Source: an optimization exercise on an open RTL-to-GDS flow (aim: small area, a short achievable clock period and few clock cycles per item). Production flows keep margins and buffers that such runs may drop. RTL that was checked went through simulation tests only; none was proved equivalent to the original.

== the baseline ==
==> flow/design.v (excerpt) <==
module Rsa256Wrapper (
    input         avm_rst,
    input         avm_clk,
    output  [4:0] avm_address,
    output        avm_read,
    input  [31:0] avm_readdata,
    output        avm_write,
    output [31:0] avm_writedata,
    input         avm_waitrequest
);
localparam R  = 8;                           
localparam NT = 256 + R;                     
localparam WB = NT + 1;                      
localparam WS = NT + 2;                      
localparam M  = (WS + R - 1) / R;            
localparam K  = R * M;                       
localparam RX_BASE     = 5'd0;
localparam TX_BASE     = 5'd4;
localparam STATUS_BASE = 5'd8;
localparam S_RXS   = 0;    
localparam S_RXD   = 1;    
localparam S_WAIT  = 2;    
localparam S_NT0   = 3;    
localparam S_NTA   = 4;    
localparam S_NTB   = 5;    
localparam S_DBLA  = 6;    
localparam S_DBLB  = 7;    
localparam S_SCAN  = 8;    
localparam S_MONT  = 9;    
localparam S_CONV  = 10;   
localparam S_FINAL = 11;   
localparam S_TXS   = 12;   
localparam S_TXD   = 13;   
localparam NS      = 14;
localparam O_PRE1 = 0;     
localparam O_PRE2 = 1;     
localparam O_SQR  = 2;     
localparam O_MUL1 = 3;     
localparam O_MUL3 = 4;     
localparam O_FIN  = 5;     
localparam NO     = 6;
logic [NS-1:0] st;
logic [NO-1:0] op;
logic         rd_r, wr_r;                
  ...
clock: 22.0 ns
lec_check: 0
cap_margin: 20
core_margin: 2
core_utilization: 40
cts_cluster_diameter: 100
cts_cluster_size: 24
setup_slack_margin: 1.0
slew_margin: 45
synth_hierarchical: 1
standard.sh (not shown) runs the stock make flow with config.mk's settings and CLKGATE_MAP_FILE= SYNTH_SCRIPT=/design/flow/synth_recipe.tcl, a recipe that flattens the netlist after the stock synthesis.
==> flow/flow/run.sh <==
#!/bin/bash
# Standard synthesis, then the standard ORFS layout steps with repair_timing
# aiming at a shorter period than the constraint (which stays as it is), and
# port buffers of a plain buffer cell.
set -euo pipefail
MARGIN=16.1
bash standard.sh synth > synth.log 2>&1
bash standard.sh SETUP_SLACK_MARGIN=$MARGIN SKIP_BUFFER_REMOVAL=1 \
    "BUFFER_PORTS_ARGS=-inputs -outputs -buffer_cell sky130_fd_sc_hd__buf_4" \
    floorplan place cts route finish > layout.log 2>&1
Relative to the baseline, the following input files were edited for the candidate:
Settings: clearing CTS_CLUSTER_SIZE, which used to be 24; clearing CTS_CLUSTER_DIAMETER, which used to be 100.
[summary]
- Class of the most critical setup path = flip-flop to output port: the candidate; class of the most critical setup path = flip-flop to flip-flop: the baseline
- Of the two candidates, the baseline has the worse worst slack on hold paths and the candidate the better one.
- Design area: the candidate > the baseline
No functional check of the RTL was part of any run of this note.


Another version of the RTL of Rsa256Wrapper (not shown whole).
Size: ~26000 cells after synthesis, ~74 I/O pins, roughly 270000 µm² of cells after synthesis.
export LEC_CHECK = 0
export CAP_MARGIN = 20
export CORE_MARGIN = 2
export CORE_UTILIZATION = 55
export SETUP_SLACK_MARGIN = 1.0
export SLEW_MARGIN = 45
export SYNTH_HIERARCHICAL = 1
create_clock -name core_clock -period 22.0 [get_ports {avm_clk}]
Scripts as last shown in full above: flow/flow/run.sh
The baseline produced a clean layout.
Testbench counts at the start, summed over its fixed seeds: cycles 250,615, items 24.
Next try:
- CORE_UTILIZATION: 55 -> 40
Outcome:
- The changed run passed the timing, design-rule and antenna checks
- final area increases by 1.5%
- first-iteration DRC count falls by about 1%
- non-clock buffer count increases by 61
- hold slack is worse by 0.038 ns
- routed wire length is higher by about 2%
- register-to-register slack is better by 0.10 ns
Next try:
- CORE_UTILIZATION: 40 -> 55
- CTS_CLUSTER_DIAMETER: default -> 100
- CTS_CLUSTER_SIZE: default -> 18
Clock skew is lower by 0.0070 ns.
Worst setup slack got worse by 0.11 ns.
Count of clock-buffer cells in the layout is lower by 120.
Hold slack improved by 0.054 ns.
Maximum frequency is lower slightly.
Next try:
--- a/flow/flow/run.sh
+++ b/flow/flow/run.sh
@@ -6,5 +6,5 @@
 MARGIN=16.1
 bash standard.sh synth > synth.log 2>&1
-bash standard.sh SETUP_SLACK_MARGIN=$MARGIN SKIP_BUFFER_REMOVAL=1 \
+bash standard.sh SETUP_SLACK_MARGIN=$MARGIN \
     "BUFFER_PORTS_ARGS=-inputs -outputs -buffer_cell sky130_fd_sc_hd__buf_4" \
     floorplan place cts route finish > layout.log 2>&1
- CORE_UTILIZATION: 55 -> 40
- CTS_CLUSTER_DIAMETER: 100 -> default
- CTS_CLUSTER_SIZE: 18 -> default
Sequential share of layout area falls by 0.58 points. Clock skew rises by 0.0070 ns. Wire length rises by 1.9%. Via count is about the same.
Next try:
--- a/flow/flow/run.sh
+++ b/flow/flow/run.sh
@@ -4,7 +4,7 @@
 # port buffers of a plain buffer cell.
 set -euo pipefail
-MARGIN=16.1
+MARGIN=15.9
 bash standard.sh synth > synth.log 2>&1
-bash standard.sh SETUP_SLACK_MARGIN=$MARGIN \
+bash standard.sh SETUP_SLACK_MARGIN=$MARGIN SKIP_BUFFER_REMOVAL=1 \
     "BUFFER_PORTS_ARGS=-inputs -outputs -buffer_cell sky130_fd_sc_hd__buf_4" \
     floorplan place cts route finish > layout.log 2>&1
Result:
- first-iteration DRC count climbs slightly
- sequential share of layout area rose by 0.19 points
- clock-buffer cell count drops by 18
- worst hold slack is better by 0.033 ns
- clock skew is about the same
- non-clock buffer count is lower by 112
- register-to-register slack loses 0.20 ns

## port drivers added, routing unchanged
Ports are ideal in the flow. The routed layouts listed here were re-timed in OpenROAD.
Step 1 (the two cells are an assumption about what drives the block):
set clk [get_ports {avm_clk}]
set_driving_cell -lib_cell sky130_fd_sc_hd__clkbuf_16 $clk
set_driving_cell -lib_cell sky130_fd_sc_hd__buf_2 [delete_from_list [all_inputs] $clk]
Step 2 adds t to the input delays and takes it off the output delays; t is the mean of the earliest and latest rising clock arrival at the registers after step 1. Input paths then give back, and output paths get back, about the clock's delay inside the block.
Slacks: no drivers / after step 1 / after step 2; pairs: no drivers / after step 1.
run	shift t [ns]	slack for setup (ns)	clock arrival spread, ns	worst register clock-pin slew, ns	cell pins on the clock port's net
the baseline	1.075	15.820 / 15.772 / 15.248	0.090 / 0.090	0.12 / 0.12	1
the candidate	1.100	15.890 / 15.766 / 15.216	0.094 / 0.094	0.08 / 0.08	1
the first run of note 2	1.070	15.924 / 15.798 / 15.417	0.065 / 0.065	0.08 / 0.08	1
the second run of note 2	1.155	16.038 / 15.886 / 15.334	0.107 / 0.107	0.08 / 0.08	1
the third run of note 2	1.092	15.929 / 15.788 / 15.355	0.101 / 0.100	0.09 / 0.09	1
the fourth run of note 2	1.155	16.038 / 15.886 / 15.334	0.107 / 0.107	0.08 / 0.08	1
the fifth run of note 2	1.126	15.904 / 15.901 / 15.213	0.106 / 0.107	0.07 / 0.07	1
After both steps every run listed still meets setup and hold.
